This is an optimization exercise on Yosys and OpenROAD, whose aim is small area, not a production implementation.
The RTL was checked by simulation tests, not by an equivalence proof against the original design.

**design.v**
```verilog
module cordic_cia #(parameter N = 30, parameter B = 8) (
	input [N-1:0] a,
	input [N-1:0] b,
	input cin,
	output [N-1:0] s
);
localparam NB = (N + B - 1) / B;
wire [NB:0] bc;           
assign bc[0] = cin;
genvar k, m;
generate
	for (m = 0; m < NB; m = m + 1) begin : blk
		localparam LO = B * m;
		localparam HI = (B * m + B - 1 < N) ? B * m + B - 1 : N - 1;
		localparam W = HI - LO + 1;
		wire [W:0] c;
		wire [W-1:0] s0;
		assign c[0] = (m == 0) ? cin : 1'b0;
		for (k = 0; k < W; k = k + 1) begin : fab
			assign s0[k] = a[LO+k] ^ b[LO+k] ^ c[k];
			assign c[k+1] = (a[LO+k] & b[LO+k]) | (a[LO+k] & c[k]) | (b[LO+k] & c[k]);
		end
		if (m == 0) begin : first
			assign s[HI:LO] = s0;
			assign bc[1] = c[W];
		end else begin : inc
			wire [W:0] p;         
			assign p[0] = 1'b1;
			for (k = 0; k < W; k = k + 1) begin : pa
				assign p[k+1] = p[k] & s0[k];
			end
			for (k = 0; k < W; k = k + 1) begin : sx
				assign s[LO+k] = s0[k] ^ (bc[m] & p[k]);
			end
			assign bc[m+1] = c[W] | (bc[m] & p[W]);
		end
	end
endgenerate
endmodule
module cordic (
	input clk,
	input rst,
	input in_valid,
	input signed [31:0] angle,
	output reg out_valid,
	output signed [31:0] cosine,
	output signed [31:0] sine,
	output signed [31:0] finalAngle
);
wire [30:0] a = angle[30:0];
wire [1:0] q = (a > 31'd1264972284) ? 2'd3 : (a > 31'd843314856) ? 2'd2 : (a > 31'd421657428) ? 2'd1 : 2'd0;
reg [31:0] c0;
always @* begin
	case (q)
	2'd0: c0 = 32'hffffffff;
	2'd1: c0 = 32'he6de04ab;
	2'd2: c0 = 32'hcdbc0956;
	2'd3: c0 = 32'hb49a0e02;
	endcase
end
wire [31:0] w0f;
cordic_cia #(32, 8) uw0 (.a({1'b0, a}), .b(c0), .cin(1'b0), .s(w0f));
wire [29:0] w0 = w0f[29:0];
wire signed [31:0] wx0 = {{2{w0_s1[29]}}, w0_s1};
wire [0:0] d0 = ~w0_s1[29];
wire [1:0] cm1;
assign cm1[0] = wx0 >= -32'sd210828714;
assign cm1[1] = wx0 >= 32'sd210828714;
wire [0:0] d1 = cm1[{d0}];
wire [3:0] cm2;
assign cm2[0] = wx0 >= -32'sd335288171;
assign cm2[1] = wx0 >= -32'sd86369257;
assign cm2[2] = wx0 >= 32'sd86369257;
assign cm2[3] = wx0 >= 32'sd335288171;
wire [0:0] d2 = cm2[{d0, d1}];
reg [26:0] kc0;
always @* begin
	case ({d0, d1, d2})
	0: kc0 = 27'h7e7862a;
	1: kc0 = 27'h10a8ac;
	2: kc0 = 27'h11152a8;
	3: kc0 = 27'h13a752a;
	4: kc0 = 27'h6c58ad6;
	5: kc0 = 27'h6eead58;
	6: kc0 = 27'h7ef5754;
	7: kc0 = 27'h1879d6;
	default: kc0 = 27'h0;
	endcase
end
wire [26:0] w3;
cordic_cia #(27, 8) ua0 (.a(wx0[26:0]), .b(kc0), .cin(1'b0), .s(w3));
wire signed [31:0] wx3 = {{5{w3_s2[26]}}, w3_s2};
wire [0:0] d3 = ~w3_s2[26];
wire [1:0] cm4;
assign cm4[0] = wx3 >= -32'sd33381289;
assign cm4[1] = wx3 >= 32'sd33381289;
wire [0:0] d4 = cm4[{d3}];
wire [3:0] cm5;
assign cm5[0] = wx3 >= -32'sd50136710;
assign cm5[1] = wx3 >= -32'sd16625868;
assign cm5[2] = wx3 >= 32'sd16625868;
assign cm5[3] = wx3 >= 32'sd50136710;
wire [0:0] d5 = cm5[{d3, d4}];
wire [7:0] cm6;
assign cm6[0] = wx3 >= -32'sd58522588;
assign cm6[1] = wx3 >= -32'sd41750832;
assign cm6[2] = wx3 >= -32'sd25011746;
assign cm6[3] = wx3 >= -32'sd8239990;
assign cm6[4] = wx3 >= 32'sd8239990;
assign cm6[5] = wx3 >= 32'sd25011746;
assign cm6[6] = wx3 >= 32'sd41750832;
assign cm6[7] = wx3 >= 32'sd58522588;
wire [0:0] d6 = cm6[{d3, d4, d5}];
reg [22:0] kc3;
always @* begin
	case ({d3, d4, d5, d6})
	0: kc3 = 23'h3cfa86;
	1: kc3 = 23'h3cfd32;
	2: kc3 = 23'h3d0fda;
	3: kc3 = 23'h3d1286;
	4: kc3 = 23'h3da4cc;
	5: kc3 = 23'h3da778;
	6: kc3 = 23'h3dba20;
	7: kc3 = 23'h3dbccc;
	8: kc3 = 23'h424334;
	9: kc3 = 23'h4245e0;
	10: kc3 = 23'h425888;
	11: kc3 = 23'h425b34;
	12: kc3 = 23'h42ed7a;
	13: kc3 = 23'h42f026;
	14: kc3 = 23'h4302ce;
	15: kc3 = 23'h43057a;
	default: kc3 = 23'h0;
	endcase
end
wire [22:0] w7;
cordic_cia #(23, 8) ua3 (.a(wx3[22:0]), .b(kc3), .cin(1'b0), .s(w7));
wire signed [31:0] wx7 = {{9{w7_s3[22]}}, w7_s3};
wire [0:0] d7 = ~w7_s3[22];
wire [1:0] cm8;
assign cm8[0] = wx7 >= -32'sd2097109;
assign cm8[1] = wx7 >= 32'sd2097109;
wire [0:0] d8 = cm8[{d7}];
wire [3:0] cm9;
assign cm9[0] = wx7 >= -32'sd3145679;
assign cm9[1] = wx7 >= -32'sd1048539;
assign cm9[2] = wx7 >= 32'sd1048539;
assign cm9[3] = wx7 >= 32'sd3145679;
wire [0:0] d9 = cm9[{d7, d8}];
wire [7:0] cm10;
assign cm10[0] = wx7 >= -32'sd3669966;
assign cm10[1] = wx7 >= -32'sd2621392;
assign cm10[2] = wx7 >= -32'sd1572826;
assign cm10[3] = wx7 >= -32'sd524252;
assign cm10[4] = wx7 >= 32'sd524252;
assign cm10[5] = wx7 >= 32'sd1572826;
assign cm10[6] = wx7 >= 32'sd2621392;
assign cm10[7] = wx7 >= 32'sd3669966;
wire [0:0] d10 = cm10[{d7, d8, d9}];
reg [18:0] kc7;
always @* begin
	case ({d7, d8, d9, d10})
	0: kc7 = 19'h3ffcd;
	1: kc7 = 19'h3ffcf;
	2: kc7 = 19'h3ffcf;
	3: kc7 = 19'h3ffd1;
	4: kc7 = 19'h3ffd9;
	5: kc7 = 19'h3ffdb;
	6: kc7 = 19'h3ffdb;
	7: kc7 = 19'h3ffdd;
	8: kc7 = 19'h40023;
	9: kc7 = 19'h40025;
	10: kc7 = 19'h40025;
	11: kc7 = 19'h40027;
	12: kc7 = 19'h4002f;
	13: kc7 = 19'h40031;
	14: kc7 = 19'h40031;
	15: kc7 = 19'h40033;
	default: kc7 = 19'h0;
	endcase
end
wire [18:0] w11;
cordic_cia #(19, 8) ua7 (.a(wx7[18:0]), .b(kc7), .cin(1'b0), .s(w11));
wire signed [31:0] wx11 = {{13{w11_s4[18]}}, w11_s4};
wire [0:0] d11 = ~w11_s4[18];
wire [1:0] cm12;
assign cm12[0] = wx11 >= -32'sd131071;
assign cm12[1] = wx11 >= 32'sd131071;
wire [0:0] d12 = cm12[{d11}];
wire [3:0] cm13;
assign cm13[0] = wx11 >= -32'sd196606;
assign cm13[1] = wx11 >= -32'sd65536;
assign cm13[2] = wx11 >= 32'sd65536;
assign cm13[3] = wx11 >= 32'sd196606;
wire [0:0] d13 = cm13[{d11, d12}];
wire [7:0] cm14;
assign cm14[0] = wx11 >= -32'sd229373;
assign cm14[1] = wx11 >= -32'sd163839;
assign cm14[2] = wx11 >= -32'sd98303;
assign cm14[3] = wx11 >= -32'sd32769;
assign cm14[4] = wx11 >= 32'sd32769;
assign cm14[5] = wx11 >= 32'sd98303;
assign cm14[6] = wx11 >= 32'sd163839;
assign cm14[7] = wx11 >= 32'sd229373;
wire [0:0] d14 = cm14[{d11, d12, d13}];
reg [15:0] kc11;
always @* begin
	case ({d11, d12, d13, d14})
	0: kc11 = 16'hbffc;
	1: kc11 = 16'h3ffe;
	2: kc11 = 16'hbffe;
	3: kc11 = 16'h4000;
	4: kc11 = 16'hbffe;
	5: kc11 = 16'h4000;
	6: kc11 = 16'hc000;
	7: kc11 = 16'h4002;
	8: kc11 = 16'hbffe;
	9: kc11 = 16'h4000;
	10: kc11 = 16'hc000;
	11: kc11 = 16'h4002;
	12: kc11 = 16'hc000;
	13: kc11 = 16'h4002;
	14: kc11 = 16'hc002;
	15: kc11 = 16'h4004;
	default: kc11 = 16'h0;
	endcase
end
wire [15:0] w15;
cordic_cia #(16, 8) ua11 (.a(wx11[15:0]), .b(kc11), .cin(1'b0), .s(w15));
wire signed [31:0] wx15 = {{16{w15_s5[15]}}, w15_s5};
wire [0:0] d15 = ~w15_s5[15];
wire [1:0] cm16;
assign cm16[0] = wx15 >= -32'sd8191;
assign cm16[1] = wx15 >= 32'sd8191;
wire [0:0] d16 = cm16[{d15}];
wire [3:0] cm17;
assign cm17[0] = wx15 >= -32'sd12286;
assign cm17[1] = wx15 >= -32'sd4096;
assign cm17[2] = wx15 >= 32'sd4096;
assign cm17[3] = wx15 >= 32'sd12286;
wire [0:0] d17 = cm17[{d15, d16}];
wire [7:0] cm18;
assign cm18[0] = wx15 >= -32'sd14333;
assign cm18[1] = wx15 >= -32'sd10239;
assign cm18[2] = wx15 >= -32'sd6143;
assign cm18[3] = wx15 >= -32'sd2049;
assign cm18[4] = wx15 >= 32'sd2049;
assign cm18[5] = wx15 >= 32'sd6143;
assign cm18[6] = wx15 >= 32'sd10239;
assign cm18[7] = wx15 >= 32'sd14333;
wire [0:0] d18 = cm18[{d15, d16, d17}];
reg [11:0] kc15;
always @* begin
	case ({d15, d16, d17, d18})
	0: kc15 = 12'hbfc;
	1: kc15 = 12'h3fe;
	2: kc15 = 12'hbfe;
	3: kc15 = 12'h400;
	4: kc15 = 12'hbfe;
	5: kc15 = 12'h400;
	6: kc15 = 12'hc00;
	7: kc15 = 12'h402;
	8: kc15 = 12'hbfe;
	9: kc15 = 12'h400;
	10: kc15 = 12'hc00;
	11: kc15 = 12'h402;
	12: kc15 = 12'hc00;
	13: kc15 = 12'h402;
	14: kc15 = 12'hc02;
	15: kc15 = 12'h404;
	default: kc15 = 12'h0;
	endcase
end
wire [11:0] w19;
cordic_cia #(12, 8) ua15 (.a(wx15[11:0]), .b(kc15), .cin(1'b0), .s(w19));
wire signed [31:0] wx19 = {{20{w19_s6[11]}}, w19_s6};
wire [0:0] d19 = ~w19_s6[11];
wire [1:0] cm20;
assign cm20[0] = wx19 >= -32'sd511;
assign cm20[1] = wx19 >= 32'sd511;
wire [0:0] d20 = cm20[{d19}];
wire [3:0] cm21;
assign cm21[0] = wx19 >= -32'sd766;
assign cm21[1] = wx19 >= -32'sd256;
assign cm21[2] = wx19 >= 32'sd256;
assign cm21[3] = wx19 >= 32'sd766;
wire [0:0] d21 = cm21[{d19, d20}];
wire [7:0] cm22;
assign cm22[0] = wx19 >= -32'sd893;
assign cm22[1] = wx19 >= -32'sd639;
assign cm22[2] = wx19 >= -32'sd383;
assign cm22[3] = wx19 >= -32'sd129;
assign cm22[4] = wx19 >= 32'sd129;
assign cm22[5] = wx19 >= 32'sd383;
assign cm22[6] = wx19 >= 32'sd639;
assign cm22[7] = wx19 >= 32'sd893;
wire [0:0] d22 = cm22[{d19, d20, d21}];
reg [7:0] kc19;
always @* begin
	case ({d19, d20, d21, d22})
	0: kc19 = 8'hbc;
	1: kc19 = 8'h3e;
	2: kc19 = 8'hbe;
	3: kc19 = 8'h40;
	4: kc19 = 8'hbe;
	5: kc19 = 8'h40;
	6: kc19 = 8'hc0;
	7: kc19 = 8'h42;
	8: kc19 = 8'hbe;
	9: kc19 = 8'h40;
	10: kc19 = 8'hc0;
	11: kc19 = 8'h42;
	12: kc19 = 8'hc0;
	13: kc19 = 8'h42;
	14: kc19 = 8'hc2;
	15: kc19 = 8'h44;
	default: kc19 = 8'h0;
	endcase
end
wire [7:0] w23;
cordic_cia #(8, 8) ua19 (.a(wx19[7:0]), .b(kc19), .cin(1'b0), .s(w23));
wire signed [31:0] wx23 = {{24{w23_s7[7]}}, w23_s7};
wire [0:0] d23 = ~w23_s7[7];
wire [1:0] cm24;
assign cm24[0] = wx23 >= -32'sd31;
assign cm24[1] = wx23 >= 32'sd31;
wire [0:0] d24 = cm24[{d23}];
wire [3:0] cm25;
assign cm25[0] = wx23 >= -32'sd46;
assign cm25[1] = wx23 >= -32'sd16;
assign cm25[2] = wx23 >= 32'sd16;
assign cm25[3] = wx23 >= 32'sd46;
wire [0:0] d25 = cm25[{d23, d24}];
wire [7:0] cm26;
assign cm26[0] = wx23 >= -32'sd53;
assign cm26[1] = wx23 >= -32'sd39;
assign cm26[2] = wx23 >= -32'sd23;
assign cm26[3] = wx23 >= -32'sd9;
assign cm26[4] = wx23 >= 32'sd9;
assign cm26[5] = wx23 >= 32'sd23;
assign cm26[6] = wx23 >= 32'sd39;
assign cm26[7] = wx23 >= 32'sd53;
wire [0:0] d26 = cm26[{d23, d24, d25}];
reg [5:0] kc23;
always @* begin
	case ({d23, d24, d25, d26})
	0: kc23 = 6'h38;
	1: kc23 = 6'h32;
	2: kc23 = 6'h2a;
	3: kc23 = 6'h24;
	4: kc23 = 6'h1a;
	5: kc23 = 6'h14;
	6: kc23 = 6'hc;
	7: kc23 = 6'h6;
	8: kc23 = 6'h3a;
	9: kc23 = 6'h34;
	10: kc23 = 6'h2c;
	11: kc23 = 6'h26;
	12: kc23 = 6'h1c;
	13: kc23 = 6'h16;
	14: kc23 = 6'he;
	15: kc23 = 6'h8;
	default: kc23 = 6'h0;
	endcase
end
wire [5:0] w27;
cordic_cia #(6, 8) ua23 (.a(wx23[5:0]), .b(kc23), .cin(1'b0), .s(w27));
wire signed [31:0] wx27 = {{26{w27_s8[5]}}, w27_s8};
wire [0:0] d27 = ~w27_s8[5];
wire [1:0] cm28;
assign cm28[0] = wx27 >= -32'sd2;
assign cm28[1] = wx27 >= 32'sd2;
wire [0:0] d28 = cm28[{d27}];
wire [3:0] cm29;
assign cm29[0] = wx27 >= -32'sd3;
assign cm29[1] = wx27 >= -32'sd1;
assign cm29[2] = wx27 >= 32'sd1;
assign cm29[3] = wx27 >= 32'sd3;
wire [0:0] d29 = cm29[{d27, d28}];
wire [7:0] cm30;
assign cm30[0] = wx27 >= -32'sd3;
assign cm30[1] = wx27 >= -32'sd3;
assign cm30[2] = wx27 >= -32'sd1;
assign cm30[3] = wx27 >= -32'sd1;
assign cm30[4] = wx27 >= 32'sd1;
assign cm30[5] = wx27 >= 32'sd1;
assign cm30[6] = wx27 >= 32'sd3;
assign cm30[7] = wx27 >= 32'sd3;
wire [0:0] d30 = cm30[{d27, d28, d29}];
reg [5:0] kc27;
always @* begin
	case ({d27, d28, d29, d30})
	0: kc27 = 6'h3;
	1: kc27 = 6'h3;
	2: kc27 = 6'h3;
	3: kc27 = 6'h3;
	4: kc27 = 6'h1;
	5: kc27 = 6'h1;
	6: kc27 = 6'h1;
	7: kc27 = 6'h1;
	8: kc27 = 6'h3f;
	9: kc27 = 6'h3f;
	10: kc27 = 6'h3f;
	11: kc27 = 6'h3f;
	12: kc27 = 6'h3d;
	13: kc27 = 6'h3d;
	14: kc27 = 6'h3d;
	15: kc27 = 6'h3d;
	default: kc27 = 6'h0;
	endcase
end
wire [5:0] w31;
cordic_cia #(6, 8) ua27 (.a(wx27[5:0]), .b(kc27), .cin(1'b0), .s(w31));
wire [5:0] nw31 = ~w31;
wire [30:0] fin;
cordic_cia #(31, 8) ufin (.a(a_s8), .b({{25{nw31[5]}}, nw31}), .cin(1'b0), .s(fin));
reg [29:0] xF, yF;
always @* begin
	case ({q_s3, d0_s3, d1_s3, d2_s3})
	0: begin xF = 30'h30361fdd; yF = 30'h0136e9db; end
	1: begin xF = 30'h32a3f393; yF = 30'h088064ff; end
	2: begin xF = 30'h377f9b00; yF = 30'h0d5c0c6d; end
	3: begin xF = 30'h3ec91624; yF = 30'h0fc9e025; end
	4: begin xF = 30'h0136e9dc; yF = 30'h0fc9e023; end
	5: begin xF = 30'h08806500; yF = 30'h0d5c0c6d; end
	6: begin xF = 30'h0d5c0c6d; yF = 30'h08806500; end
	7: begin xF = 30'h0fc9e023; yF = 30'h0136e9dc; end
	8: begin xF = 30'h0136e9dc; yF = 30'h0fc9e023; end
	9: begin xF = 30'h08806500; yF = 30'h0d5c0c6d; end
	10: begin xF = 30'h0d5c0c6d; yF = 30'h08806500; end
	11: begin xF = 30'h0fc9e023; yF = 30'h0136e9dc; end
	12: begin xF = 30'h0fc9e025; yF = 30'h3ec91624; end
	13: begin xF = 30'h0d5c0c6d; yF = 30'h377f9b00; end
	14: begin xF = 30'h088064ff; yF = 30'h32a3f393; end
	15: begin xF = 30'h0136e9db; yF = 30'h30361fdd; end
	16: begin xF = 30'h0fc9e025; yF = 30'h3ec91624; end
	17: begin xF = 30'h0d5c0c6d; yF = 30'h377f9b00; end
	18: begin xF = 30'h088064ff; yF = 30'h32a3f393; end
	19: begin xF = 30'h0136e9db; yF = 30'h30361fdd; end
	20: begin xF = 30'h3ec91626; yF = 30'h30361fdb; end
	21: begin xF = 30'h377f9b00; yF = 30'h32a3f393; end
	22: begin xF = 30'h32a3f393; yF = 30'h377f9b00; end
	23: begin xF = 30'h30361fdb; yF = 30'h3ec91626; end
	24: begin xF = 30'h3ec91626; yF = 30'h30361fdb; end
	25: begin xF = 30'h377f9b00; yF = 30'h32a3f393; end
	26: begin xF = 30'h32a3f393; yF = 30'h377f9b00; end
	27: begin xF = 30'h30361fdb; yF = 30'h3ec91626; end
	28: begin xF = 30'h30361fdd; yF = 30'h0136e9db; end
	29: begin xF = 30'h32a3f393; yF = 30'h088064ff; end
	30: begin xF = 30'h377f9b00; yF = 30'h0d5c0c6d; end
	31: begin xF = 30'h3ec91624; yF = 30'h0fc9e025; end
	default: begin xF = 30'h0; yF = 30'h0; end
	endcase
end
wire [0:0] nd3 = ~d3_s3;
wire [29:0] x4;
wire [29:0] y4;
cordic_cia #(30, 8) ux3 (.a(xF), .b({{3{yF[29]}}, yF[29:3]} ^ {30{nd3}}), .cin(nd3), .s(x4));
cordic_cia #(30, 8) uy3 (.a(yF), .b({{3{xF[29]}}, xF[29:3]} ^ {30{d3_s3}}), .cin(d3_s3), .s(y4));
wire [0:0] nd4 = ~d4_s3;
wire [29:0] x5;
wire [29:0] y5;
cordic_cia #(30, 8) ux4 (.a(x4), .b({{4{y4[29]}}, y4[29:4]} ^ {30{nd4}}), .cin(nd4), .s(x5));
cordic_cia #(30, 8) uy4 (.a(y4), .b({{4{x4[29]}}, x4[29:4]} ^ {30{d4_s3}}), .cin(d4_s3), .s(y5));
wire [0:0] nd5 = ~d5_s3;
wire [29:0] x6;
wire [29:0] y6;
cordic_cia #(30, 8) ux5 (.a(x5), .b({{5{y5[29]}}, y5[29:5]} ^ {30{nd5}}), .cin(nd5), .s(x6));
cordic_cia #(30, 8) uy5 (.a(y5), .b({{5{x5[29]}}, x5[29:5]} ^ {30{d5_s3}}), .cin(d5_s3), .s(y6));
wire [0:0] nd6 = ~d6_s4;
wire [29:0] x7;
wire [29:0] y7;
cordic_cia #(30, 8) ux6 (.a(x6_s4), .b({{6{y6_s4[29]}}, y6_s4[29:6]} ^ {30{nd6}}), .cin(nd6), .s(x7));
cordic_cia #(30, 8) uy6 (.a(y6_s4), .b({{6{x6_s4[29]}}, x6_s4[29:6]} ^ {30{d6_s4}}), .cin(d6_s4), .s(y7));
wire [0:0] nd7 = ~d7_s4;
wire [29:0] x8;
wire [29:0] y8;
cordic_cia #(30, 8) ux7 (.a(x7), .b({{7{y7[29]}}, y7[29:7]} ^ {30{nd7}}), .cin(nd7), .s(x8));
cordic_cia #(30, 8) uy7 (.a(y7), .b({{7{x7[29]}}, x7[29:7]} ^ {30{d7_s4}}), .cin(d7_s4), .s(y8));
wire [0:0] nd8 = ~d8_s4;
wire [29:0] x9;
wire [29:0] y9;
cordic_cia #(30, 8) ux8 (.a(x8), .b({{8{y8[29]}}, y8[29:8]} ^ {30{nd8}}), .cin(nd8), .s(x9));
cordic_cia #(30, 8) uy8 (.a(y8), .b({{8{x8[29]}}, x8[29:8]} ^ {30{d8_s4}}), .cin(d8_s4), .s(y9));
wire [0:0] nd9 = ~d9_s5;
wire [29:0] x10;
wire [29:0] y10;
cordic_cia #(30, 8) ux9 (.a(x9_s5), .b({{9{y9_s5[29]}}, y9_s5[29:9]} ^ {30{nd9}}), .cin(nd9), .s(x10));
cordic_cia #(30, 8) uy9 (.a(y9_s5), .b({{9{x9_s5[29]}}, x9_s5[29:9]} ^ {30{d9_s5}}), .cin(d9_s5), .s(y10));
wire [0:0] nd10 = ~d10_s5;
wire [29:0] x11;
wire [29:0] y11;
cordic_cia #(30, 8) ux10 (.a(x10), .b({{10{y10[29]}}, y10[29:10]} ^ {30{nd10}}), .cin(nd10), .s(x11));
cordic_cia #(30, 8) uy10 (.a(y10), .b({{10{x10[29]}}, x10[29:10]} ^ {30{d10_s5}}), .cin(d10_s5), .s(y11));
wire [0:0] nd11 = ~d11_s6;
wire [29:0] x12;
wire [29:0] y12;
cordic_cia #(30, 8) ux11 (.a(x11_s6), .b({{11{y11_s6[29]}}, y11_s6[29:11]} ^ {30{nd11}}), .cin(nd11), .s(x12));
cordic_cia #(30, 8) uy11 (.a(y11_s6), .b({{11{x11_s6[29]}}, x11_s6[29:11]} ^ {30{d11_s6}}), .cin(d11_s6), .s(y12));
wire [0:0] nd12 = ~d12_s6;
wire [29:0] x13;
wire [29:0] y13;
cordic_cia #(30, 8) ux12 (.a(x12), .b({{12{y12[29]}}, y12[29:12]} ^ {30{nd12}}), .cin(nd12), .s(x13));
cordic_cia #(30, 8) uy12 (.a(y12), .b({{12{x12[29]}}, x12[29:12]} ^ {30{d12_s6}}), .cin(d12_s6), .s(y13));
wire [0:0] nd13 = ~d13_s7;
wire [29:0] x14;
wire [29:0] y14;
cordic_cia #(30, 8) ux13 (.a(x13_s7), .b({{13{y13_s7[29]}}, y13_s7[29:13]} ^ {30{nd13}}), .cin(nd13), .s(x14));
cordic_cia #(30, 8) uy13 (.a(y13_s7), .b({{13{x13_s7[29]}}, x13_s7[29:13]} ^ {30{d13_s7}}), .cin(d13_s7), .s(y14));
wire [0:0] nd14 = ~d14_s7;
wire [29:0] x15;
wire [29:0] y15;
cordic_cia #(30, 8) ux14 (.a(x14), .b({{14{y14[29]}}, y14[29:14]} ^ {30{nd14}}), .cin(nd14), .s(x15));
cordic_cia #(30, 8) uy14 (.a(y14), .b({{14{x14[29]}}, x14[29:14]} ^ {30{d14_s7}}), .cin(d14_s7), .s(y15));
wire [0:0] nd15 = ~d15_s8;
wire [29:0] x16;
wire [29:0] y16;
cordic_cia #(30, 8) ux15 (.a(x15_s8), .b({{15{y15_s8[29]}}, y15_s8[29:15]} ^ {30{nd15}}), .cin(nd15), .s(x16));
cordic_cia #(30, 8) uy15 (.a(y15_s8), .b({{15{x15_s8[29]}}, x15_s8[29:15]} ^ {30{d15_s8}}), .cin(d15_s8), .s(y16));
wire [0:0] nd16 = ~d16_s8;
wire [29:0] x17;
wire [29:0] y17;
cordic_cia #(30, 8) ux16 (.a(x16), .b({{16{y16[29]}}, y16[29:16]} ^ {30{nd16}}), .cin(nd16), .s(x17));
cordic_cia #(30, 8) uy16 (.a(y16), .b({{16{x16[29]}}, x16[29:16]} ^ {30{d16_s8}}), .cin(d16_s8), .s(y17));
wire [0:0] nd17 = ~d17_s9;
wire [29:0] x18;
wire [29:0] y18;
cordic_cia #(30, 8) ux17 (.a(x17_s9), .b({{17{y17_s9[29]}}, y17_s9[29:17]} ^ {30{nd17}}), .cin(nd17), .s(x18));
cordic_cia #(30, 8) uy17 (.a(y17_s9), .b({{17{x17_s9[29]}}, x17_s9[29:17]} ^ {30{d17_s9}}), .cin(d17_s9), .s(y18));
wire [0:0] nd18 = ~d18_s9;
wire [29:0] x19;
wire [29:0] y19;
cordic_cia #(30, 8) ux18 (.a(x18), .b({{18{y18[29]}}, y18[29:18]} ^ {30{nd18}}), .cin(nd18), .s(x19));
cordic_cia #(30, 8) uy18 (.a(y18), .b({{18{x18[29]}}, x18[29:18]} ^ {30{d18_s9}}), .cin(d18_s9), .s(y19));
wire [0:0] nd19 = ~d19_s10;
wire [29:0] x20;
wire [29:0] y20;
cordic_cia #(30, 8) ux19 (.a(x19_s10), .b({{19{y19_s10[29]}}, y19_s10[29:19]} ^ {30{nd19}}), .cin(nd19), .s(x20));
cordic_cia #(30, 8) uy19 (.a(y19_s10), .b({{19{x19_s10[29]}}, x19_s10[29:19]} ^ {30{d19_s10}}), .cin(d19_s10), .s(y20));
wire [0:0] nd20 = ~d20_s10;
wire [29:0] x21;
wire [29:0] y21;
cordic_cia #(30, 8) ux20 (.a(x20), .b({{20{y20[29]}}, y20[29:20]} ^ {30{nd20}}), .cin(nd20), .s(x21));
cordic_cia #(30, 8) uy20 (.a(y20), .b({{20{x20[29]}}, x20[29:20]} ^ {30{d20_s10}}), .cin(d20_s10), .s(y21));
wire [0:0] nd21 = ~d21_s11;
wire [29:0] x22;
wire [29:0] y22;
cordic_cia #(30, 8) ux21 (.a(x21_s11), .b({{21{y21_s11[29]}}, y21_s11[29:21]} ^ {30{nd21}}), .cin(nd21), .s(x22));
cordic_cia #(30, 8) uy21 (.a(y21_s11), .b({{21{x21_s11[29]}}, x21_s11[29:21]} ^ {30{d21_s11}}), .cin(d21_s11), .s(y22));
wire [0:0] nd22 = ~d22_s11;
wire [29:0] x23;
wire [29:0] y23;
cordic_cia #(30, 8) ux22 (.a(x22), .b({{22{y22[29]}}, y22[29:22]} ^ {30{nd22}}), .cin(nd22), .s(x23));
cordic_cia #(30, 8) uy22 (.a(y22), .b({{22{x22[29]}}, x22[29:22]} ^ {30{d22_s11}}), .cin(d22_s11), .s(y23));
wire [0:0] nd23 = ~d23_s12;
wire [29:0] x24;
wire [29:0] y24;
cordic_cia #(30, 8) ux23 (.a(x23_s12), .b({{23{y23_s12[29]}}, y23_s12[29:23]} ^ {30{nd23}}), .cin(nd23), .s(x24));
cordic_cia #(30, 8) uy23 (.a(y23_s12), .b({{23{x23_s12[29]}}, x23_s12[29:23]} ^ {30{d23_s12}}), .cin(d23_s12), .s(y24));
wire [0:0] nd24 = ~d24_s12;
wire [29:0] x25;
wire [29:0] y25;
cordic_cia #(30, 8) ux24 (.a(x24), .b({{24{y24[29]}}, y24[29:24]} ^ {30{nd24}}), .cin(nd24), .s(x25));
cordic_cia #(30, 8) uy24 (.a(y24), .b({{24{x24[29]}}, x24[29:24]} ^ {30{d24_s12}}), .cin(d24_s12), .s(y25));
wire [0:0] nd25 = ~d25_s13;
wire [29:0] x26;
wire [29:0] y26;
cordic_cia #(30, 8) ux25 (.a(x25_s13), .b({{25{y25_s13[29]}}, y25_s13[29:25]} ^ {30{nd25}}), .cin(nd25), .s(x26));
cordic_cia #(30, 8) uy25 (.a(y25_s13), .b({{25{x25_s13[29]}}, x25_s13[29:25]} ^ {30{d25_s13}}), .cin(d25_s13), .s(y26));
wire [0:0] nd26 = ~d26_s13;
wire [29:0] x27;
wire [29:0] y27;
cordic_cia #(30, 8) ux26 (.a(x26), .b({{26{y26[29]}}, y26[29:26]} ^ {30{nd26}}), .cin(nd26), .s(x27));
cordic_cia #(30, 8) uy26 (.a(y26), .b({{26{x26[29]}}, x26[29:26]} ^ {30{d26_s13}}), .cin(d26_s13), .s(y27));
wire [0:0] nd27 = ~d27_s14;
wire [29:0] x28;
wire [29:0] y28;
cordic_cia #(30, 8) ux27 (.a(x27_s14), .b({{27{y27_s14[29]}}, y27_s14[29:27]} ^ {30{nd27}}), .cin(nd27), .s(x28));
cordic_cia #(30, 8) uy27 (.a(y27_s14), .b({{27{x27_s14[29]}}, x27_s14[29:27]} ^ {30{d27_s14}}), .cin(d27_s14), .s(y28));
wire [0:0] nd28 = ~d28_s14;
wire [29:0] x29;
wire [29:0] y29;
cordic_cia #(30, 8) ux28 (.a(x28), .b({{28{y28[29]}}, y28[29:28]} ^ {30{nd28}}), .cin(nd28), .s(x29));
cordic_cia #(30, 8) uy28 (.a(y28), .b({{28{x28[29]}}, x28[29:28]} ^ {30{d28_s14}}), .cin(d28_s14), .s(y29));
wire [0:0] nd29 = ~d29_s14;
wire [29:0] x30;
wire [29:0] y30;
cordic_cia #(30, 8) ux29 (.a(x29), .b({30{y29[29]}} ^ {30{nd29}}), .cin(nd29), .s(x30));
cordic_cia #(30, 8) uy29 (.a(y29), .b({30{x29[29]}} ^ {30{d29_s14}}), .cin(d29_s14), .s(y30));
wire [0:0] nd30 = ~d30_s15;
wire [29:0] x31;
wire [29:0] y31;
cordic_cia #(30, 8) ux30 (.a(x30_s15), .b({30{y30_s15[29]}} ^ {30{nd30}}), .cin(nd30), .s(x31));
cordic_cia #(30, 8) uy30 (.a(y30_s15), .b({30{x30_s15[29]}} ^ {30{d30_s15}}), .cin(d30_s15), .s(y31));
assign sine = {{2{x31[29]}}, x31};
assign cosine = {{2{y31[29]}}, y31};
assign finalAngle = {1'b0, fin_s15};
reg [13:0] vpipe;
always @(posedge clk) begin
	if (rst) begin
		vpipe <= 14'd0;
		out_valid <= 1'b0;
	end else begin
		vpipe <= {vpipe[12:0], in_valid};
		out_valid <= vpipe[13];
	end
end
reg [29:0] w0_s1;
always @(posedge clk) w0_s1 <= w0;
reg [26:0] w3_s2;
always @(posedge clk) w3_s2 <= w3;
reg [22:0] w7_s3;
always @(posedge clk) w7_s3 <= w7;
reg [18:0] w11_s4;
always @(posedge clk) w11_s4 <= w11;
reg [15:0] w15_s5;
always @(posedge clk) w15_s5 <= w15;
reg [11:0] w19_s6;
always @(posedge clk) w19_s6 <= w19;
reg [7:0] w23_s7;
always @(posedge clk) w23_s7 <= w23;
reg [5:0] w27_s8;
always @(posedge clk) w27_s8 <= w27;
reg [30:0] a_s1;
always @(posedge clk) a_s1 <= a;
reg [30:0] a_s2;
always @(posedge clk) a_s2 <= a_s1;
reg [30:0] a_s3;
always @(posedge clk) a_s3 <= a_s2;
reg [30:0] a_s4;
always @(posedge clk) a_s4 <= a_s3;
reg [30:0] a_s5;
always @(posedge clk) a_s5 <= a_s4;
reg [30:0] a_s6;
always @(posedge clk) a_s6 <= a_s5;
reg [30:0] a_s7;
always @(posedge clk) a_s7 <= a_s6;
reg [30:0] a_s8;
always @(posedge clk) a_s8 <= a_s7;
reg [1:0] q_s1;
always @(posedge clk) q_s1 <= q;
reg [1:0] q_s2;
always @(posedge clk) q_s2 <= q_s1;
reg [1:0] q_s3;
always @(posedge clk) q_s3 <= q_s2;
reg [0:0] d0_s2;
always @(posedge clk) d0_s2 <= d0;
reg [0:0] d0_s3;
always @(posedge clk) d0_s3 <= d0_s2;
reg [0:0] d1_s2;
always @(posedge clk) d1_s2 <= d1;
reg [0:0] d1_s3;
always @(posedge clk) d1_s3 <= d1_s2;
reg [0:0] d2_s2;
always @(posedge clk) d2_s2 <= d2;
reg [0:0] d2_s3;
always @(posedge clk) d2_s3 <= d2_s2;
reg [0:0] d3_s3;
always @(posedge clk) d3_s3 <= d3;
reg [0:0] d4_s3;
always @(posedge clk) d4_s3 <= d4;
reg [0:0] d5_s3;
always @(posedge clk) d5_s3 <= d5;
reg [29:0] x6_s4;
always @(posedge clk) x6_s4 <= x6;
reg [29:0] y6_s4;
always @(posedge clk) y6_s4 <= y6;
reg [0:0] d6_s3;
always @(posedge clk) d6_s3 <= d6;
reg [0:0] d6_s4;
always @(posedge clk) d6_s4 <= d6_s3;
reg [0:0] d7_s4;
always @(posedge clk) d7_s4 <= d7;
reg [0:0] d8_s4;
always @(posedge clk) d8_s4 <= d8;
reg [29:0] x9_s5;
always @(posedge clk) x9_s5 <= x9;
reg [29:0] y9_s5;
always @(posedge clk) y9_s5 <= y9;
reg [0:0] d9_s4;
always @(posedge clk) d9_s4 <= d9;
reg [0:0] d9_s5;
always @(posedge clk) d9_s5 <= d9_s4;
reg [0:0] d10_s4;
always @(posedge clk) d10_s4 <= d10;
reg [0:0] d10_s5;
always @(posedge clk) d10_s5 <= d10_s4;
reg [29:0] x11_s6;
always @(posedge clk) x11_s6 <= x11;
reg [29:0] y11_s6;
always @(posedge clk) y11_s6 <= y11;
reg [0:0] d11_s5;
always @(posedge clk) d11_s5 <= d11;
reg [0:0] d11_s6;
always @(posedge clk) d11_s6 <= d11_s5;
reg [0:0] d12_s5;
always @(posedge clk) d12_s5 <= d12;
reg [0:0] d12_s6;
always @(posedge clk) d12_s6 <= d12_s5;
reg [29:0] x13_s7;
always @(posedge clk) x13_s7 <= x13;
reg [29:0] y13_s7;
always @(posedge clk) y13_s7 <= y13;
reg [0:0] d13_s5;
always @(posedge clk) d13_s5 <= d13;
reg [0:0] d13_s6;
always @(posedge clk) d13_s6 <= d13_s5;
reg [0:0] d13_s7;
always @(posedge clk) d13_s7 <= d13_s6;
reg [0:0] d14_s5;
always @(posedge clk) d14_s5 <= d14;
reg [0:0] d14_s6;
always @(posedge clk) d14_s6 <= d14_s5;
reg [0:0] d14_s7;
always @(posedge clk) d14_s7 <= d14_s6;
reg [29:0] x15_s8;
always @(posedge clk) x15_s8 <= x15;
reg [29:0] y15_s8;
always @(posedge clk) y15_s8 <= y15;
reg [0:0] d15_s6;
always @(posedge clk) d15_s6 <= d15;
reg [0:0] d15_s7;
always @(posedge clk) d15_s7 <= d15_s6;
reg [0:0] d15_s8;
always @(posedge clk) d15_s8 <= d15_s7;
reg [0:0] d16_s6;
always @(posedge clk) d16_s6 <= d16;
reg [0:0] d16_s7;
always @(posedge clk) d16_s7 <= d16_s6;
reg [0:0] d16_s8;
always @(posedge clk) d16_s8 <= d16_s7;
reg [29:0] x17_s9;
always @(posedge clk) x17_s9 <= x17;
reg [29:0] y17_s9;
always @(posedge clk) y17_s9 <= y17;
reg [0:0] d17_s6;
always @(posedge clk) d17_s6 <= d17;
reg [0:0] d17_s7;
always @(posedge clk) d17_s7 <= d17_s6;
reg [0:0] d17_s8;
always @(posedge clk) d17_s8 <= d17_s7;
reg [0:0] d17_s9;
always @(posedge clk) d17_s9 <= d17_s8;
reg [0:0] d18_s6;
always @(posedge clk) d18_s6 <= d18;
reg [0:0] d18_s7;
always @(posedge clk) d18_s7 <= d18_s6;
reg [0:0] d18_s8;
always @(posedge clk) d18_s8 <= d18_s7;
reg [0:0] d18_s9;
always @(posedge clk) d18_s9 <= d18_s8;
reg [29:0] x19_s10;
always @(posedge clk) x19_s10 <= x19;
reg [29:0] y19_s10;
always @(posedge clk) y19_s10 <= y19;
reg [0:0] d19_s7;
always @(posedge clk) d19_s7 <= d19;
reg [0:0] d19_s8;
always @(posedge clk) d19_s8 <= d19_s7;
reg [0:0] d19_s9;
always @(posedge clk) d19_s9 <= d19_s8;
reg [0:0] d19_s10;
always @(posedge clk) d19_s10 <= d19_s9;
reg [0:0] d20_s7;
always @(posedge clk) d20_s7 <= d20;
reg [0:0] d20_s8;
always @(posedge clk) d20_s8 <= d20_s7;
reg [0:0] d20_s9;
always @(posedge clk) d20_s9 <= d20_s8;
reg [0:0] d20_s10;
always @(posedge clk) d20_s10 <= d20_s9;
reg [29:0] x21_s11;
always @(posedge clk) x21_s11 <= x21;
reg [29:0] y21_s11;
always @(posedge clk) y21_s11 <= y21;
reg [0:0] d21_s7;
always @(posedge clk) d21_s7 <= d21;
reg [0:0] d21_s8;
always @(posedge clk) d21_s8 <= d21_s7;
reg [0:0] d21_s9;
always @(posedge clk) d21_s9 <= d21_s8;
reg [0:0] d21_s10;
always @(posedge clk) d21_s10 <= d21_s9;
reg [0:0] d21_s11;
always @(posedge clk) d21_s11 <= d21_s10;
reg [0:0] d22_s7;
always @(posedge clk) d22_s7 <= d22;
reg [0:0] d22_s8;
always @(posedge clk) d22_s8 <= d22_s7;
reg [0:0] d22_s9;
always @(posedge clk) d22_s9 <= d22_s8;
reg [0:0] d22_s10;
always @(posedge clk) d22_s10 <= d22_s9;
reg [0:0] d22_s11;
always @(posedge clk) d22_s11 <= d22_s10;
reg [29:0] x23_s12;
always @(posedge clk) x23_s12 <= x23;
reg [29:0] y23_s12;
always @(posedge clk) y23_s12 <= y23;
reg [0:0] d23_s8;
always @(posedge clk) d23_s8 <= d23;
reg [0:0] d23_s9;
always @(posedge clk) d23_s9 <= d23_s8;
reg [0:0] d23_s10;
always @(posedge clk) d23_s10 <= d23_s9;
reg [0:0] d23_s11;
always @(posedge clk) d23_s11 <= d23_s10;
reg [0:0] d23_s12;
always @(posedge clk) d23_s12 <= d23_s11;
reg [0:0] d24_s8;
always @(posedge clk) d24_s8 <= d24;
reg [0:0] d24_s9;
always @(posedge clk) d24_s9 <= d24_s8;
reg [0:0] d24_s10;
always @(posedge clk) d24_s10 <= d24_s9;
reg [0:0] d24_s11;
always @(posedge clk) d24_s11 <= d24_s10;
reg [0:0] d24_s12;
always @(posedge clk) d24_s12 <= d24_s11;
reg [29:0] x25_s13;
always @(posedge clk) x25_s13 <= x25;
reg [29:0] y25_s13;
always @(posedge clk) y25_s13 <= y25;
reg [0:0] d25_s8;
always @(posedge clk) d25_s8 <= d25;
reg [0:0] d25_s9;
always @(posedge clk) d25_s9 <= d25_s8;
reg [0:0] d25_s10;
always @(posedge clk) d25_s10 <= d25_s9;
reg [0:0] d25_s11;
always @(posedge clk) d25_s11 <= d25_s10;
reg [0:0] d25_s12;
always @(posedge clk) d25_s12 <= d25_s11;
reg [0:0] d25_s13;
always @(posedge clk) d25_s13 <= d25_s12;
reg [0:0] d26_s8;
always @(posedge clk) d26_s8 <= d26;
reg [0:0] d26_s9;
always @(posedge clk) d26_s9 <= d26_s8;
reg [0:0] d26_s10;
always @(posedge clk) d26_s10 <= d26_s9;
reg [0:0] d26_s11;
always @(posedge clk) d26_s11 <= d26_s10;
reg [0:0] d26_s12;
always @(posedge clk) d26_s12 <= d26_s11;
reg [0:0] d26_s13;
always @(posedge clk) d26_s13 <= d26_s12;
reg [29:0] x27_s14;
always @(posedge clk) x27_s14 <= x27;
reg [29:0] y27_s14;
always @(posedge clk) y27_s14 <= y27;
reg [0:0] d27_s9;
always @(posedge clk) d27_s9 <= d27;
reg [0:0] d27_s10;
always @(posedge clk) d27_s10 <= d27_s9;
reg [0:0] d27_s11;
always @(posedge clk) d27_s11 <= d27_s10;
reg [0:0] d27_s12;
always @(posedge clk) d27_s12 <= d27_s11;
reg [0:0] d27_s13;
always @(posedge clk) d27_s13 <= d27_s12;
reg [0:0] d27_s14;
always @(posedge clk) d27_s14 <= d27_s13;
reg [0:0] d28_s9;
always @(posedge clk) d28_s9 <= d28;
reg [0:0] d28_s10;
always @(posedge clk) d28_s10 <= d28_s9;
reg [0:0] d28_s11;
always @(posedge clk) d28_s11 <= d28_s10;
reg [0:0] d28_s12;
always @(posedge clk) d28_s12 <= d28_s11;
reg [0:0] d28_s13;
always @(posedge clk) d28_s13 <= d28_s12;
reg [0:0] d28_s14;
always @(posedge clk) d28_s14 <= d28_s13;
reg [0:0] d29_s9;
always @(posedge clk) d29_s9 <= d29;
reg [0:0] d29_s10;
always @(posedge clk) d29_s10 <= d29_s9;
reg [0:0] d29_s11;
always @(posedge clk) d29_s11 <= d29_s10;
reg [0:0] d29_s12;
always @(posedge clk) d29_s12 <= d29_s11;
reg [0:0] d29_s13;
always @(posedge clk) d29_s13 <= d29_s12;
reg [0:0] d29_s14;
always @(posedge clk) d29_s14 <= d29_s13;
reg [29:0] x30_s15;
always @(posedge clk) x30_s15 <= x30;
reg [29:0] y30_s15;
always @(posedge clk) y30_s15 <= y30;
reg [0:0] d30_s9;
always @(posedge clk) d30_s9 <= d30;
reg [0:0] d30_s10;
always @(posedge clk) d30_s10 <= d30_s9;
reg [0:0] d30_s11;
always @(posedge clk) d30_s11 <= d30_s10;
reg [0:0] d30_s12;
always @(posedge clk) d30_s12 <= d30_s11;
reg [0:0] d30_s13;
always @(posedge clk) d30_s13 <= d30_s12;
reg [0:0] d30_s14;
always @(posedge clk) d30_s14 <= d30_s13;
reg [0:0] d30_s15;
always @(posedge clk) d30_s15 <= d30_s14;
reg [30:0] fin_s9;
always @(posedge clk) fin_s9 <= fin;
reg [30:0] fin_s10;
always @(posedge clk) fin_s10 <= fin_s9;
reg [30:0] fin_s11;
always @(posedge clk) fin_s11 <= fin_s10;
reg [30:0] fin_s12;
always @(posedge clk) fin_s12 <= fin_s11;
reg [30:0] fin_s13;
always @(posedge clk) fin_s13 <= fin_s12;
reg [30:0] fin_s14;
always @(posedge clk) fin_s14 <= fin_s13;
reg [30:0] fin_s15;
always @(posedge clk) fin_s15 <= fin_s14;
endmodule
```
**run.sh**
```bash
#!/bin/bash
# synth_recipe.tcl (not shown) runs the flow's synth.tcl, then flattens the netlist and writes it again
# the make line also repeats each setting of config.mk as NAME=value (left out here)
make -C /OpenROAD-flow-scripts/flow DESIGN_CONFIG=/design/flow/config.mk WORK_HOME=/design/flow/orfs CLKGATE_MAP_FILE= SYNTH_SCRIPT=/design/flow/synth_recipe.tcl finish
```
**config.mk**
```make
export PLATFORM = sky130hd
export DESIGN_NAME = cordic
export DESIGN_NICKNAME = cordic
export VERILOG_FILES = /design/flow/design.v
export SDC_FILE = /design/flow/constraint.sdc
export NUM_CORES = 4
export LEC_CHECK = 0
export CAP_MARGIN = 20
export CORE_MARGIN = 2
export CORE_UTILIZATION = 65
export PLACE_DENSITY = 0.75
export SLEW_MARGIN = 20
```
**constraint.sdc**
```tcl
create_clock -name core_clock -period 15.0 [get_ports {clk}]
set_input_delay 3.0000 -clock core_clock [delete_from_list [all_inputs] [get_ports {clk}]]
set_output_delay 3.0000 -clock core_clock [all_outputs]
set_load 0.01 [all_outputs]
```
==> impl_metrics.sql, run 1 <==
INSERT INTO impl_metrics (metric_group, metric, value, unit) VALUES
('die', 'die-area', '160000', 'µm²'),
('setup_path', 'critPathCaptureType', 'flop', ''),
('setup_path', 'crit-reg2reg-launch', 'd27_s14', ''),
('setup_path', 'cp-endpoint', 'x30_s15[27]', ''),
('final_layout', 'finalNetCount', '11500', ''),
('placement', 'detailed_place_hpwl', '158', 'mm'),
('sta', 'setup-violations-final', '0', ''),
('grt', 'first_global_vias', '67700', ''),
('yosys', 'synthTopCellsByCount', 'sky130_fd_sc_hd__dfxtp_1, sky130_fd_sc_hd__fa_1, sky130_fd_sc_hd__xnor2_1, sky130_fd_sc_hd__xor2_1, sky130_fd_sc_hd__inv_1', ''),
('clock_tree', 'ctsHoldBuffers', '0', ''),
('die', 'floorplan.io_pins', '132', ''),
('grt', 'grt_first_pass_wirelength', '328', 'mm'),
('die', 'fp-row-count', '145', ''),
('clock_tree', 'clock_path_buffers', '3', ''),
('yosys', 'syn_inst', '9398', ''),
('grt', 'grt_usage', '25.3', '%'),
('route', 'route.vias.total', '63200', ''),
('clock_tree', 'root_buffer', 'sky130_fd_sc_hd__clkbuf_16', ''),
('yosys', 'synth.net_count', '11300', ''),
('setup_path', 'rrSetupSlack', '0.82', 'ns'),
('grt', 'sum_of_overflow_across_all_layers_after_global_routing', '0', ''),
('setup_path', 'cp-start-kind', 'flop', ''),
('sta', 'layout_worst_path_cycle_share', '94.5', '%'),
('clock_tree', 'ctsResizeCount', '0', ''),
('min_path', 'hp-class', 'reg -> reg', ''),
('route', 'final_antenna_net_count', '0', ''),
('setup_path', 'worst_path_most_repeated_cell', 'sky130_fd_sc_hd__fa_1', ''),
('setup_path', 'crit_path_max_incr_delay', '0.77', 'ns'),
('sta', 'timing.max_slew.rel_slack', '29.0', '%'),
('setup_path', 'setup.worst_path.class', 'reg -> reg', ''),
('route', 'post-route-drc-count', '0', ''),
('clock_tree', 'cts.repair_timing.setup_buffer_count', '0', ''),
('setup_path', 'worst_path_max_delay_cell', 'sky130_fd_sc_hd__or4_1', ''),
('die', 'floorplan.die.height', '400', 'µm'),
('clock_tree', 'worstSkewPairLatency', '0.81', 'ns'),
('yosys', 'netlist-cell-type-count', '102', ''),
('run_status', 'run_status', 'finished clean', ''),
('setup_path', 'crit_path_start', 'd27_s14', ''),
('yosys', 'mappedNetlistArea', '102000', 'µm²'),
('yosys', 'synth_largest_type_area_fraction', '29.0', '%'),
('die', 'fp.coreArea', '156000', 'µm²'),
('final_layout', 'finalInstanceArea', '111000', 'µm²'),
('sta', 'timing.clock.skew', '0.0681', 'ns'),
('route', 'via_per_inst', '5.39', ''),
('sta', 'period_needed', '14.18', 'ns'),
('setup_path', 'critical_path_required', '15.59', 'ns'),
('sta', 'report.final.slew_viol_count', '0', ''),
('sta', 'count_of_endpoints_failing_hold_in_the_final_timing_report', '0', ''),
('die', 'die_w', '400', 'µm'),
('yosys', 'edff_count_synth', '0', ''),
('setup_path', 'cp_data_arrival_time', '14.77', 'ns'),
('placement', 'finalWeightedCongestion', '0.870', ''),
('clock_tree', 'cts.sink_count', '1478', ''),
('route', 'drt-initial-drc-count', '2852', ''),
('route', 'route.detailed.wl_per_inst', '16.7', 'µm'),
('clock_tree', 'clkSlewWorstSetupHoldPaths', '0.06', 'ns'),
('clock_tree', 'tritoncts_clock_tree', 'yes', ''),
('clock_tree', 'tritoncts.num_buffers', '151', ''),
('final_layout', 'fillerInstances', '11300', ''),
('route', 'drtPass1Iterations', '5', ''),
('sta', 'timing_worst_slew_pin_value', '1.06', 'ns'),
('sta', 'fin_tns_setup', '0', 'ns'),
('yosys', 'synth_most_common_cell', 'sky130_fd_sc_hd__dfxtp_1', '');
layer usage:
metal / global-route usage (%) / vias to the layer above / share of wire, %
li1: - / 30800 / -
met1: 29.7 / 31000 / 40
met2: 47.4 / 1089 / 54
met3: 3.10 / 394 / 3.1
met4: 8.40 / 2 / 3.1
met5: 0 / - / 0.0066
worst min-delay path by stage:
| stage | from | endpoint | slack (ns) | cells after the start |
|---|---|---|---|---|
| floorplan | a_s1[0] | a_s2[0] | 0.31 | 0 |
| finish | fin_s14[17] | fin_s15[17] | 0.27 | 0 |
| global placement | a_s4[30] | a_s5[30] | 0.31 | 0 |
| CTS | fin_s14[17] | fin_s15[17] | 0.26 | 0 |
| detailed placement | d11_s5 | d11_s6 | 0.31 | 0 |
| global route | fin_s14[17] | fin_s15[17] | 0.26 | 0 |
stage by stage:
step / worst slack (ns) / std cells / hold slack [ns]
after floorplan: 1.03 / 9398 / 0.310
after global placement: 1.13 / 11500 / 0.310
after detailed placement: 0.714 / 11500 / 0.312
after CTS: 0.645 / 11700 / 0.265
after global routing: 0.0722 / 11700 / 0.264
final: 0.822 / 11700 / 0.271
state kept, by name, indices dropped and copies added, names as in the netlist, 31 cells and up:
| signal | flops |
|---|---|
| a_s1 | 31 |
| a_s2 | 31 |
| a_s3 | 31 |
| a_s4 | 31 |
| a_s5 | 31 |
| a_s6 | 31 |
| a_s7 | 31 |
| a_s8 | 31 |
| fin_s10 | 31 |
| fin_s11 | 31 |
| fin_s12 | 31 |
| fin_s13 | 31 |
| fin_s14 | 31 |
| fin_s15 | 31 |
| fin_s9 | 31 |
cell families (layout without fill, tap and decap cells):
| family | count (synthesis) | in the layout | synth area share, % |
|---|---|---|---|
| buf+inv | 1058 | 1337 | 3.93 |
| other cells | 1 | 2 | 0.00368 |
| fa+ha+maj | 1907 | 1907 | 33.3 |
| flops | 1478 | 1478 | 29.0 |
| mux | 79 | 79 | 0.811 |
| xor+xnor | 2054 | 2054 | 17.7 |
| simple gates | 1899 | 1900 | 9.41 |
| compound gates | 922 | 922 | 5.86 |
cells in the final DEF (no fill, tap or decap), types with 35 or more instances in the layout:
master | netlist | final
sky130_fd_sc_hd__nand4_1 | 87 | 87
sky130_fd_sc_hd__inv_1 | 845 | 845
sky130_fd_sc_hd__nand2_1 | 399 | 399
sky130_fd_sc_hd__nor3b_1 | 38 | 38
sky130_fd_sc_hd__o21a_1 | 92 | 92
sky130_fd_sc_hd__a31oi_1 | 36 | 36
sky130_fd_sc_hd__ha_1 | 557 | 557
sky130_fd_sc_hd__nand3_1 | 209 | 209
sky130_fd_sc_hd__nor3_1 | 149 | 149
sky130_fd_sc_hd__nor4_1 | 100 | 100
sky130_fd_sc_hd__nor2b_1 | 45 | 45
sky130_fd_sc_hd__a21oi_1 | 235 | 235
sky130_fd_sc_hd__clkbuf_16 | 0 | 152
sky130_fd_sc_hd__fa_1 | 1341 | 1341
sky130_fd_sc_hd__mux2i_1 | 53 | 53
sky130_fd_sc_hd__xor2_1 | 970 | 963
sky130_fd_sc_hd__clkdlybuf4s50_1 | 0 | 129
sky130_fd_sc_hd__and3_1 | 93 | 93
sky130_fd_sc_hd__nor2_1 | 437 | 437
sky130_fd_sc_hd__buf_4 | 7 | 72
sky130_fd_sc_hd__or2_2 | 86 | 86
sky130_fd_sc_hd__nand2b_1 | 104 | 104
sky130_fd_sc_hd__o21ai_0 | 272 | 272
sky130_fd_sc_hd__or3_1 | 35 | 35
sky130_fd_sc_hd__dfxtp_1 | 1478 | 1465
sky130_fd_sc_hd__xnor2_1 | 1078 | 1063
worst max-delay path: cells and delay by family, from the launching register on:
family	cells	cell delay, ns
multiplexers	1	0.47
XOR/XNOR	3	0.77
AND/OR/NAND/NOR	12	3.30
AO/OA/AOI/OAI	15	3.83
buffers and inverters	5	0.43
adder cells (fa/ha/maj)	13	4.64
flip-flops	1	0.52
cell type report:
class | instances | area, µm² | share of cell area, %
multi-input cells | 6863 | 68600 | 61.6
diodes | 1 | 2.50 | 0.00225
repair buffers | 202 | 1850 | 1.66
well taps | 2058 | 2570 | 2.31
inverters | 857 | 3220 | 2.89
clock inverters | 88 | 1430 | 1.28
flip-flops and latches | 1478 | 29600 | 26.6
clock buffers | 190 | 4130 | 3.71
==> inputs of run 2 (changes only) <==
--- a/config.mk
+++ b/config.mk
@@ -7,6 +7,5 @@
 export LEC_CHECK = 0
 export CAP_MARGIN = 20
 export CORE_MARGIN = 2
-export CORE_UTILIZATION = 65
-export PLACE_DENSITY = 0.75
+export CORE_UTILIZATION = 40
 export SLEW_MARGIN = 20
==> run 2 against run 1 <==
  * Non-clock buffer count rose by 4
  * Synthesized cell count is the same
  * Final area up 1.7%
  * Sequential share of layout area decreased by 0.45 points
  * Count of clock-buffer cells in the layout grew 16
  * Highest routed layer unchanged
  * Flip-flop and latch count unchanged
  * Global-route usage down 9.6 points
  * Via count is 1.5% lower
  * Synthesized area unchanged
  * Wire length up 1.3%
  * Cell count is 11% higher
==> impl_metrics.sql, run 2 <==
INSERT INTO impl_metrics (metric_group, metric, value, unit) VALUES
('grt', 'grt_usage', '15.7', '%'),
('setup_path', 'cp-start-kind', 'flop', ''),
('setup_path', 'worst_path_most_repeated_cell', 'sky130_fd_sc_hd__fa_1', ''),
('setup_path', 'crit-reg2reg-launch', 'd6_s4', ''),
('placement', 'detailed_place_hpwl', '166', 'mm'),
('setup_path', 'worst_path_max_delay_cell', 'sky130_fd_sc_hd__dfxtp_2', ''),
('grt', 'sum_of_overflow_across_all_layers_after_global_routing', '0', ''),
('yosys', 'mappedNetlistArea', '102000', 'µm²'),
('sta', 'fin_worst_hold_slack', '0.322', 'ns'),
('route', 'final_antenna_net_count', '0', ''),
('route', 'post-route-drc-count', '0', ''),
('sta', 'period_needed', '13.92', 'ns'),
('clock_tree', 'ctsResizeCount', '0', ''),
('yosys', 'synth_most_common_cell', 'sky130_fd_sc_hd__dfxtp_1', ''),
('die', 'die-area', '259000', 'µm²'),
('clock_tree', 'clkSlewWorstSetupHoldPaths', '0.06', 'ns'),
('die', 'fp.coreArea', '254000', 'µm²'),
('setup_path', 'worstSetupPathDepth', '45', ''),
('route', 'route.detailed.wl_per_inst', '15.2', 'µm'),
('final_layout', 'layout.cells.most_common', 'sky130_fd_sc_hd__dfxtp_1', ''),
('route', 'drtPass1Iterations', '6', ''),
('grt', 'first_global_vias', '66400', ''),
('sta', 'layout_worst_path_cycle_share', '92.8', '%'),
('yosys', 'edff_count_synth', '0', ''),
('setup_path', 'rrSetupSlack', '1.08', 'ns'),
('route', 'route.vias.total', '62300', ''),
('sta', 'setup-violations-final', '0', ''),
('die', 'die_w', '509', 'µm'),
('setup_path', 'crit_path_start', 'd6_s4', ''),
('yosys', 'synthMuxAreaShare', '0.811', '%'),
('clock_tree', 'cts.sink_count', '1478', ''),
('clock_tree', 'cts.repair_timing.setup_buffer_count', '0', ''),
('setup_path', 'cp-endpoint', 'y9_s5[29]', ''),
('placement', 'finalWeightedCongestion', '0.837', ''),
('run_status', 'run_status', 'finished clean', ''),
('clock_tree', 'root_buffer', 'sky130_fd_sc_hd__clkbuf_16', ''),
('yosys', 'yosys.area_share.xor_xnor', '17.7', '%'),
('die', 'floorplan.die.height', '509', 'µm'),
('min_path', 'hp-class', 'reg -> reg', ''),
('sta', 'fin_tns_setup', '0', 'ns'),
('setup_path', 'cp_data_arrival_time', '14.58', 'ns'),
('setup_path', 'path_delay_family', 'adder cells', ''),
('yosys', 'synth-adder-area-share', '33.3', '%'),
('sta', 'report.final.slew_viol_count', '0', ''),
('yosys', 'syn_inst', '9398', ''),
('clock_tree', 'tritoncts.num_buffers', '162', ''),
('setup_path', 'crit_path_max_incr_delay', '0.68', 'ns');
run 2: cell counts after synthesis:
Identical to the previous run, type by type.
run 2: layout make-up:
class,count,area [µm²]
Clock buffer,206,4480
Sequential cell,1478,29600
Fill cell,23700,140000
Clock inverter,91,1330
Inverter,857,3220
Tap cell,3366,4210
Timing Repair Buffer,206,1870
Multi-Input combinational cell,6862,68500
Antenna cell,5,12.5
run 2: cells by family after synthesis:
group                      after synthesis
and+or+nand+nor                       1899
other                                    1
xor gates and xnor gates              2054
AOI/OAI and AO/OA                      922
muxes                                   79
buffers and inverters                 1058
adders and majority gates             1907
DFF                                   1478
run 2: metal layers:
layer	track usage, %	up-vias	share of wire (%)	wire (µm)
li1	-	30800	-	-
met1	17.9	30400	41	81200
met2	30.3	799	54	107000
met3	2.09	270	2.8	5560
met4	4.03	4	2.2	4340
met5	0	-	0.013	25
run 2: how the worst min path moves through the flow:
stage / endpoint / depth (start not counted) / slack [ns]
after CTS: fin_s10[2] / 0 / 0.32
after floorplan: a_s2[0] / 0 / 0.31
after detailed placement: a_s2[16] / 0 / 0.31
after global routing: d27_s10 / 0 / 0.32
final: a_s8[24] / 0 / 0.32
after global placement: a_s2[30] / 0 / 0.31
run 2: metrics by stage:
stage	util (%)	setup slack, ns	instances
6_report	44.6	1.08	13100
5_1_grt	44.6	0.0695	13100
4_1_cts	44.6	1.02	13100
3_5_place_dp	42.3	1.07	12800
3_3_place_gp	42.3	1.11	12800
2_1_floorplan	-	1.03	9398

[what the ideal ports hide]
Ports are ideal in the flow. The routed layouts listed here were re-timed in OpenROAD. Step 1, drivers: a clkbuf_16 drives clk and a buf_2 each remaining input, both assumed. Step 2, shift: input delay + t, output delay - t, t = (earliest + latest rising clock arrival at the registers) / 2. This alone moves slack from input paths to output paths. Three values: no drivers, after step 1, after step 2; two values: the first two.
| run | shift t [ns] | slack for setup (ns) | worst setup path at the end |
|---|---|---|---|
| run 1 | 0.857 | 0.822 / 0.822 / 0.822 | register to register |
| run 2 | 0.882 | 1.085 / 1.085 / 1.085 | register to register |
After both steps setup and hold are still met in every run listed.
